Context: an optimization exercise on an open-source flow, tuned for small area. The choices shown serve that exercise and are no tape-out recipe.
Only simulation tests tie the RTL to the original design; equivalence was not proved.
The clock input has no modelled driver; a real chip could not lean on it and would need a root buffer or a full tree.
Power figures rest on the tool's default switching activity, not on a simulated workload.

==> build 38 <==
==> flow/design.v <==
module pingpang (rst,play1,play2,light,sel,dig,HSE);
input rst;
input play1,play2;
input HSE;
output [7:0] sel;
output [7:0] dig;
output [15:0] light;
reg [2:0] f5;
reg [1:0] q;
reg [2:0] slot;
wire tick = f5[2] & ~f5[1] & ~(q[1] ^ q[0]);
wire scan = ~q[1] & q[0];
always @(posedge HSE or negedge rst)
if (!rst) begin
	f5 <= 3'b000;
	q <= 2'b00;
end
else begin
	f5 <= {f5[1], f5[0], ~(f5[1] | f5[2])};
	q <= {q[0], ~q[1]};
end
always @(posedge HSE or negedge rst)
if (!rst) slot <= 3'd0;
else if (scan) case (slot)
	3'd0: slot <= 3'd1;
	3'd1: slot <= 3'd7;
	3'd7: slot <= 3'd3;
	3'd3: slot <= 3'd6;
	3'd6: slot <= 3'd5;
	3'd5: slot <= 3'd2;
	3'd2: slot <= 3'd4;
	default: slot <= 3'd0;
endcase
reg [5:0] cnt1;
reg [6:0] cnt2;
wire c1_39 = cnt1[5] & cnt1[2] & cnt1[1] & cnt1[0];
wire c2_lo = cnt2[6] & cnt2[2] & cnt2[1] & cnt2[0];
wire c2_79 = c2_lo & cnt2[3];
wire c2_71 = c2_lo & ~cnt2[3];
wire w1 = tick & cnt1[5] & cnt1[3];
wire w2 = tick & cnt2[6] & cnt2[4];
wire [5:0] t1;
wire [6:0] t2;
assign t1[0] = tick;
assign t2[0] = tick;
genvar gi;
generate for (gi = 1; gi < 7; gi = gi + 1) begin : g_t
	if (gi < 6) begin : g_t1
		assign t1[gi] = t1[gi-1] & cnt1[gi-1];
	end
	assign t2[gi] = t2[gi-1] & cnt2[gi-1];
end endgenerate
always @(posedge HSE or negedge rst)
if (!rst) begin
	cnt1 <= 6'd0;
	cnt2 <= 7'd0;
end
else begin
	cnt1 <= cnt1 ^ {t1[5] | w1, t1[4], t1[3] | w1, t1[2], t1[1], t1[0] & ~w1};
	cnt2 <= cnt2 ^ {t2[6] | w2, t2[5], t2[4] | w2, t2[3], t2[2], t2[1], t2[0] & ~w2};
end
localparam [2:0] ID = 3'd0, SV = 3'd1, ST = 3'd2, SC = 3'd3, F1 = 3'd4, SL = 3'd5, W = 3'd6, CK = 3'd7;
reg [2:0] ph;
reg dir;
reg [3:0] pos;
reg [3:0] sum1, sum2;
reg [2:0] jushu_p1, jushu_p2;
wire [15:0] ball;
generate for (gi = 0; gi < 16; gi = gi + 1) begin : g_ball
	assign ball[gi] = (pos == gi);
end endgenerate
wire [3:0] rel = pos ^ {4{dir}};
wire at_end = &rel;
wire [3:0] stp_p = pos ^ {rel[2] & rel[1] & rel[0], rel[1] & rel[0], rel[0], 1'b1};
wire step = (ph == SL) ? (dir ? c2_71 : c2_79) : c1_39;
wire to_sl = dir ? ball[12] : ball[3];
wire to_w  = dir ? ball[4] : ball[11];
wire hit   = dir ? ~play1 : ~play2;       
wire serve = dir ? ~play2 : ~play1;       
wire hiA = sum1[3] & (sum1[2] | (sum1[1] & sum1[0]));     
wire hiB = sum2[3] & (sum2[2] | (sum2[1] & sum2[0]));
wire le8A = ~(sum1[3] & (sum1[1] | sum1[0]));             
wire le8B = ~(sum2[3] & (sum2[1] | sum2[0]));
wire a13 = sum1[2] & sum1[0];                             
wire b13 = sum2[2] & sum2[0];
wire win = hiA ? (hiB ? (a13 | b13) : (sum1[2] | le8B)) : (hiB & (sum2[2] | le8A));
wire win2 = win & (hiA ? (hiB & (b13 ? ~sum1[2] : sum2[2])) : 1'b1);
wire [3:0] s1_t = {&sum1[2:0], &sum1[1:0], sum1[0], 1'b1};
wire [3:0] s2_t = {&sum2[2:0], &sum2[1:0], sum2[0], 1'b1};
wire [2:0] j1_t = {&jushu_p1[1:0], jushu_p1[0], 1'b1};
wire [2:0] j2_t = {&jushu_p2[1:0], jushu_p2[0], 1'b1};
always @(posedge HSE or negedge rst)
if (!rst) begin
	ph <= ID;
	dir <= 1'b0;
	pos <= 4'd2;
	sum1 <= 4'd0;
	sum2 <= 4'd0;
	jushu_p1 <= 3'd0;
	jushu_p2 <= 3'd0;
end
else if (tick) case (ph)
ID: begin
	if (pos[0] == pos[1]) begin
		if (dir) jushu_p2 <= jushu_p2 ^ j2_t;
		else jushu_p1 <= jushu_p1 ^ j1_t;
	end
	pos <= 4'd1;
	if (!play1) begin ph <= SV; dir <= 1'b0; end
	else if (!play2) begin ph <= SV; dir <= 1'b1; end
end
SV: begin
	pos <= {4{dir}};
	ph <= F1;
end
F1: if (step) begin
		if (at_end) begin ph <= ST; pos <= 4'd2; end
		else pos <= stp_p;
	end
	else if (to_sl) ph <= SL;
SL: if (step) pos <= stp_p;
	else if (to_w) ph <= W;
W: if (step) pos <= stp_p;
	else if (at_end) ph <= SC;
	else if (hit) begin ph <= F1; dir <= ~dir; end
SC: begin
	if (dir) sum2 <= sum2 ^ s2_t;
	else sum1 <= sum1 ^ s1_t;
	ph <= CK;
end
CK: if (win) begin
		sum1 <= 4'd0;
		sum2 <= 4'd0;
		ph <= ID;
		dir <= win2;
	end
	else if (serve) ph <= SV;
default: ;
endcase
wire both = ((ph == ID) | (ph == SV)) & ball[1];
wire dark = (ph == ID) | (ph == ST);
assign light[14:3] = ball[14:3];
assign light[2] = ball[2] & ~dark;
assign light[1] = ball[1] & ~both;
assign light[0] = ball[0] | both;
assign light[15] = ball[15] | both;
reg [7:0] dig_r;
always @(*)
case (slot)
	3'd0: dig_r = 8'b0111_1111;
	3'd1: dig_r = 8'b1011_1111;
	3'd7: dig_r = 8'b1101_1111;
	3'd3: dig_r = 8'b1110_1111;
	3'd6: dig_r = 8'b1111_0111;
	3'd5: dig_r = 8'b1111_1011;
	3'd2: dig_r = 8'b1111_1101;
	default: dig_r = 8'b1111_1110;
endcase
assign dig = dig_r;
reg pl;
reg [1:0] kd;
always @(*)
case (slot)
	3'd0: begin pl = 1'b0; kd = 2'd0; end
	3'd1: begin pl = 1'b1; kd = 2'd0; end
	3'd7: begin pl = 1'b0; kd = 2'd3; end
	3'd3: begin pl = 1'b0; kd = 2'd1; end
	3'd6: begin pl = 1'b0; kd = 2'd2; end
	3'd5: begin pl = 1'b1; kd = 2'd3; end
	3'd2: begin pl = 1'b1; kd = 2'd1; end
	default: begin pl = 1'b1; kd = 2'd2; end
endcase
wire [3:0] sm = pl ? sum2 : sum1;
wire [2:0] jj = pl ? jushu_p2 : jushu_p1;
wire tn = sm[3] & (sm[2] | sm[1]);
wire [3:0] un = tn ? {2'b00, sm[2], sm[0]} : sm;
reg [3:0] v;
reg blank;
always @(*) begin
	blank = 1'b0;
	case (kd)
	2'd0: v = jj[2] ? 4'd4 : {1'b0, jj};
	2'd1: v = {3'b000, tn};
	2'd2: v = un;
	default: begin v = 4'd0; blank = 1'b1; end
	endcase
end
reg [6:0] seg;
always @(*)
case (v)
4'd0: seg = 7'b100_0000;
4'd1: seg = 7'b111_1001;
4'd2: seg = 7'b010_0100;
4'd3: seg = 7'b011_0000;
4'd4: seg = 7'b001_1001;
4'd5: seg = 7'b001_0010;
4'd6: seg = 7'b000_0010;
4'd7: seg = 7'b111_1000;
4'd8: seg = 7'b000_0000;
4'd9: seg = 7'b001_0000;
default: seg = 7'b111_1111;
endcase
assign sel = {1'b1, seg | {7{blank}}};
endmodule
==> flow/flow/run.sh <==
#!/bin/bash
# Layout flow: the standard ORFS flow (standard.sh) with
#  - synthesis: the standard script, but ABC maps with an area script (best
#    of several deepsyn seeds) and Yosys's adder extraction is skipped
#    (ADDER_MAP_FILE empty);
#  - port buffers: the smallest buffer, sky130_fd_sc_hd__buf_1;
#  - clock tree: cts.tcl, one level of CLK_GROUPS buffers from the clock port.
# Each tool's output goes to flow.log here; ORFS's own per-step logs stay in orfs/logs.
set -euo pipefail
W=$(pwd)
export AREA_ABC_SCRIPT=$W/flow/area.abc
export FLOW_SYNTH_TCL=$W/synth_recipe.tcl
export FLOW_CLOCK_PORT=HSE
export ABC_SEEDS=${ABC_SEEDS:-"1 2 3 4"}
export ABC_TIME=${ABC_TIME:-60}
export ABC_WORK=$W
export CLK_GROUPS=${CLK_GROUPS:-4}
export CLK_BUF=${CLK_BUF:-sky130_fd_sc_hd__clkbuf_4}
bash "$W/standard.sh" \
  SYNTH_SCRIPT="$W/flow/synth.tcl" \
  ADDER_MAP_FILE= \
  PRE_CTS_TCL="$W/flow/cts.tcl" \
  "BUFFER_PORTS_ARGS=-buffer_cell sky130_fd_sc_hd__buf_1" \
  "$@" ${TARGET:-finish} > "$W/flow.log" 2>&1
==> flow/flow/area.abc <==
strash
&get -n
&fraig -x
&put
scorr
dc2
strash
&get -n
&deepsyn -T @TIME@ -S @SEED@
&dch -f
&nf -R 1000
&put
==> flow/flow/cts.tcl <==
proc clk_split {items axis n} {
  if {$n <= 1 || [llength $items] <= 1} { return [list $items] }
  set idx [expr {$axis eq "x" ? 1 : 2}]
  set sorted [lsort -integer -index $idx $items]
  set na [expr {$n / 2}]
  set cut [expr {int(round([llength $sorted] * double($na) / $n))}]
  set next [expr {$axis eq "x" ? "y" : "x"}]
  return [concat [clk_split [lrange $sorted 0 [expr {$cut - 1}]] $next $na] \
                 [clk_split [lrange $sorted $cut end] $next [expr {$n - $na}]]]
}

proc clock_tree_synthesis {args} {
  set block [ord::get_db_block]
  set db [ord::get_db]
  set n $::env(CLK_GROUPS)
  set master [$db findMaster $::env(CLK_BUF)]
  set port [$block findBTerm $::env(FLOW_CLOCK_PORT)]
  set clk [$port getNet]
  set items {}
  foreach it [$clk getITerms] {
    set inst [$it getInst]
    set loc [$inst getLocation]
    lappend items [list $it [lindex $loc 0] [lindex $loc 1]]
  }
  puts "manual clock tree: [llength $items] sinks, $n groups of $::env(CLK_BUF)"
  set g 0
  foreach grp [clk_split $items x $n] {
    set sx 0; set sy 0
    foreach e $grp { incr sx [lindex $e 1]; incr sy [lindex $e 2] }
    set cx [expr {$sx / [llength $grp]}]
    set cy [expr {$sy / [llength $grp]}]
    set buf [odb::dbInst_create $block $master "clkbuf_leaf_$g"]
    set net [odb::dbNet_create $block "clknet_leaf_$g"]
    $net setSigType CLOCK
    foreach e $grp {
      set it [lindex $e 0]
      $it disconnect
      $it connect $net
    }
    [$buf findITerm A] connect $clk
    [$buf findITerm X] connect $net
    $buf setLocation $cx $cy
    $buf setPlacementStatus PLACED
    puts "  clkbuf_leaf_$g: [llength $grp] sinks at ($cx, $cy)"
    incr g
  }
  $clk setSigType CLOCK
}
==> flow/flow/synth.tcl <==
# The standard synthesis (synth_recipe.tcl) with one change: the final
# technology mapping runs ABC with an area-oriented script (area.abc), once
# per seed in ABC_SEEDS, and keeps the mapping with the smallest cell area.
proc abc {args} {
  set i [lsearch -exact $args -script]
  set lib [lindex $args [expr {[lsearch -exact $args -liberty] + 1}]]
  set tmpl [read [open $::env(AREA_ABC_SCRIPT)]]
  yosys design -save pre_abc
  set best_area -1
  set best_seed -1
  foreach seed $::env(ABC_SEEDS) {
    set script $::env(ABC_WORK)/area_seed$seed.abc
    set f [open $script w]
    puts $f [string map [list @SEED@ $seed @TIME@ $::env(ABC_TIME)] $tmpl]
    close $f
    set a [lreplace $args $i [expr {$i + 1}] -script $script]
    yosys design -load pre_abc
    yosys abc {*}$a
    yosys opt_clean
    set rpt $::env(ABC_WORK)/area_seed$seed.txt
    yosys tee -q -o $rpt stat -liberty $lib
    set area -1
    foreach line [split [read [open $rpt]] "\n"] {
      if {[regexp {Chip area for module .*: ([0-9.]+)} $line -> v]} { set area $v }
    }
    puts "ABC seed $seed: area $area"
    yosys design -save abc_seed$seed
    if {$area >= 0 && ($best_area < 0 || $area < $best_area)} {
      set best_area $area
      set best_seed $seed
    }
  }
  puts "ABC best seed $best_seed: area $best_area"
  yosys design -load abc_seed$best_seed
}
source $::env(FLOW_SYNTH_TCL)
==> flow/standard.sh <==
#!/bin/bash
# synth_recipe.tcl (not shown) runs the flow's synth.tcl, then flattens the netlist and writes it again
# the make line also repeats each setting of config.mk as NAME=value (left out here)
make -C /OpenROAD-flow-scripts/flow DESIGN_CONFIG=/design/flow/config.mk WORK_HOME=/design/flow/orfs CLKGATE_MAP_FILE= SYNTH_SCRIPT=/design/flow/synth_recipe.tcl "${@:-finish}"
==> flow/config.mk <==
export PLATFORM = sky130hd
export DESIGN_NAME = pingpang
export DESIGN_NICKNAME = pingpang
export VERILOG_FILES = /design/flow/design.v
export SDC_FILE = /design/flow/constraint.sdc
export NUM_CORES = 4
export LEC_CHECK = 0
export CAP_MARGIN = 20
export CORE_MARGIN = 2
export CORE_UTILIZATION = 60
export PLACE_DENSITY = 0.75
export SLEW_MARGIN = 20
==> flow/constraint.sdc <==
create_clock -name core_clock -period 10.0 [get_ports {HSE}]
set_input_delay 2.0000 -clock core_clock [delete_from_list [all_inputs] [get_ports {HSE}]]
set_output_delay 2.0000 -clock core_clock [all_outputs]
set_load 0.01 [all_outputs]
==> inputs of build 65, as changes to build 38 <==
--- a/flow/flow/run.sh
+++ b/flow/flow/run.sh
@@ -13,3 +13,4 @@
 export FLOW_CLOCK_PORT=HSE
-export ABC_SEEDS=${ABC_SEEDS:-"1 2 3 4"}
+export ABC_SEEDS=${ABC_SEEDS:-"1 2 3 4 5 6 7 8"}
+export ABC_JOBS=${ABC_JOBS:-4}
 export ABC_TIME=${ABC_TIME:-60}
==> flow/flow/synth.tcl (replaced) <==
# The standard synthesis (synth_recipe.tcl) with one change: the final
# technology mapping runs ABC with an area-oriented script (area.abc), once
# per seed in ABC_SEEDS (ABC_JOBS at a time, each in its own Yosys on a copy
# of the design), and keeps the mapping with the smallest cell area.
proc abc {args} {
  set i [lsearch -exact $args -script]
  set lib [lindex $args [expr {[lsearch -exact $args -liberty] + 1}]]
  set tmpl [read [open $::env(AREA_ABC_SCRIPT)]]
  set dir $::env(ABC_WORK)/abc_seeds
  file mkdir $dir
  yosys write_rtlil $dir/pre_abc.il
  set sh [open $dir/run.sh w]
  puts $sh "cd $dir"
  set n 0
  foreach seed $::env(ABC_SEEDS) {
    set script $dir/area_seed$seed.abc
    set f [open $script w]
    puts $f [string map [list @SEED@ $seed @TIME@ $::env(ABC_TIME)] $tmpl]
    close $f
    set a [lreplace $args $i [expr {$i + 1}] -script $script]
    set f [open $dir/seed$seed.ys w]
    puts $f "read_rtlil $dir/pre_abc.il"
    puts $f "abc $a"
    puts $f "opt_clean"
    puts $f "tee -q -o $dir/area_seed$seed.txt stat -liberty $lib"
    puts $f "write_rtlil $dir/post_seed$seed.il"
    close $f
    puts $sh "yosys -s $dir/seed$seed.ys > $dir/seed$seed.log 2>&1 &"
    incr n
    if {$n % $::env(ABC_JOBS) == 0} { puts $sh "wait" }
  }
  puts $sh "wait"
  close $sh
  exec bash $dir/run.sh
  set best_area -1
  set best_seed -1
  foreach seed $::env(ABC_SEEDS) {
    set area -1
    if {[file exists $dir/area_seed$seed.txt] && [file exists $dir/post_seed$seed.il]} {
      foreach line [split [read [open $dir/area_seed$seed.txt]] "\n"] {
        if {[regexp {Chip area for module .*: ([0-9.]+)} $line -> v]} { set area $v }
      }
    }
    puts "ABC seed $seed: area $area"
    if {$area >= 0 && ($best_area < 0 || $area < $best_area)} {
      set best_area $area
      set best_seed $seed
    }
  }
  puts "ABC best seed $best_seed: area $best_area"
  if {$best_seed < 0} { error "no ABC run finished" }
  yosys design -reset
  yosys read_rtlil $dir/post_seed$best_seed.il
}
source $::env(FLOW_SYNTH_TCL)
==> run notes <==
|  | build 65 | build 38 |
|---|---|---|
| Status | finished clean | finished clean |
| Worst path arrival time | 2990 ps | 2990 ps |
| Die footprint | 4480 um2 | 4480 um2 |
| Cts repair resizes | 0 | 0 |
| Filler Cell Count | 323 | 323 |
| Start point of the critical path | slot[2] | slot[2] |
| Metal2 WL | 2.47 mm | 2.47 mm |
| Number of endpoints with negative hold slack in the final report | 0 | 0 |
| Switching portion of total power | 0.197 | 0.197 |
| Gate count after technology mapping | 279 | 279 |
| Final-stage net count | 322 | 322 |
| Number of standard cells in the layout, taps in and fillers out | 364 | 364 |
| #FFs+latches synth | 43 | 43 |
| Power consumed by the clock network | 0.0628 mW | 0.0628 mW |
| Number of max-cap violations | 0 | 0 |
| Class of the most critical hold timing path | flip-flop to flip-flop | flip-flop to flip-flop |
| Sequential share of the synthesized area | 0.454 | 0.454 |
| Final Skew | 10.6 ps | 10.6 ps |
| Height of the chip | 66.9 um | 66.9 um |
In every run of this note, the design's own scripts or RTL, not TritonCTS, make the clock network.

==> static timing again, ports no longer ideal <==
How much do the figures lean on ideal ports? The routed layouts below were timed once more, with nothing changed but the port constraints. Step 1 (the two cells are an assumption about what drives the block):
set clk [get_ports {HSE}]
set_driving_cell -lib_cell sky130_fd_sc_hd__clkbuf_16 $clk
set_driving_cell -lib_cell sky130_fd_sc_hd__buf_2 [delete_from_list [all_inputs] $clk]
Step 2 also shifts input and output timing later by t, the mid clock arrival at the registers, as if the neighbouring blocks saw the same clock. a / b / c = no drivers / after step 1 / after step 2; a / b = the first two.
run | t (ns) | setup WS [ns] | worst hold slack (ns)
build 38 | 0.220 | 5.008 / 4.958 / 5.177 | 0.385 / 0.385 / 0.385
build 65 | 0.220 | 5.008 / 4.958 / 5.177 | 0.385 / 0.385 / 0.385
After both steps every run listed still meets setup and hold.
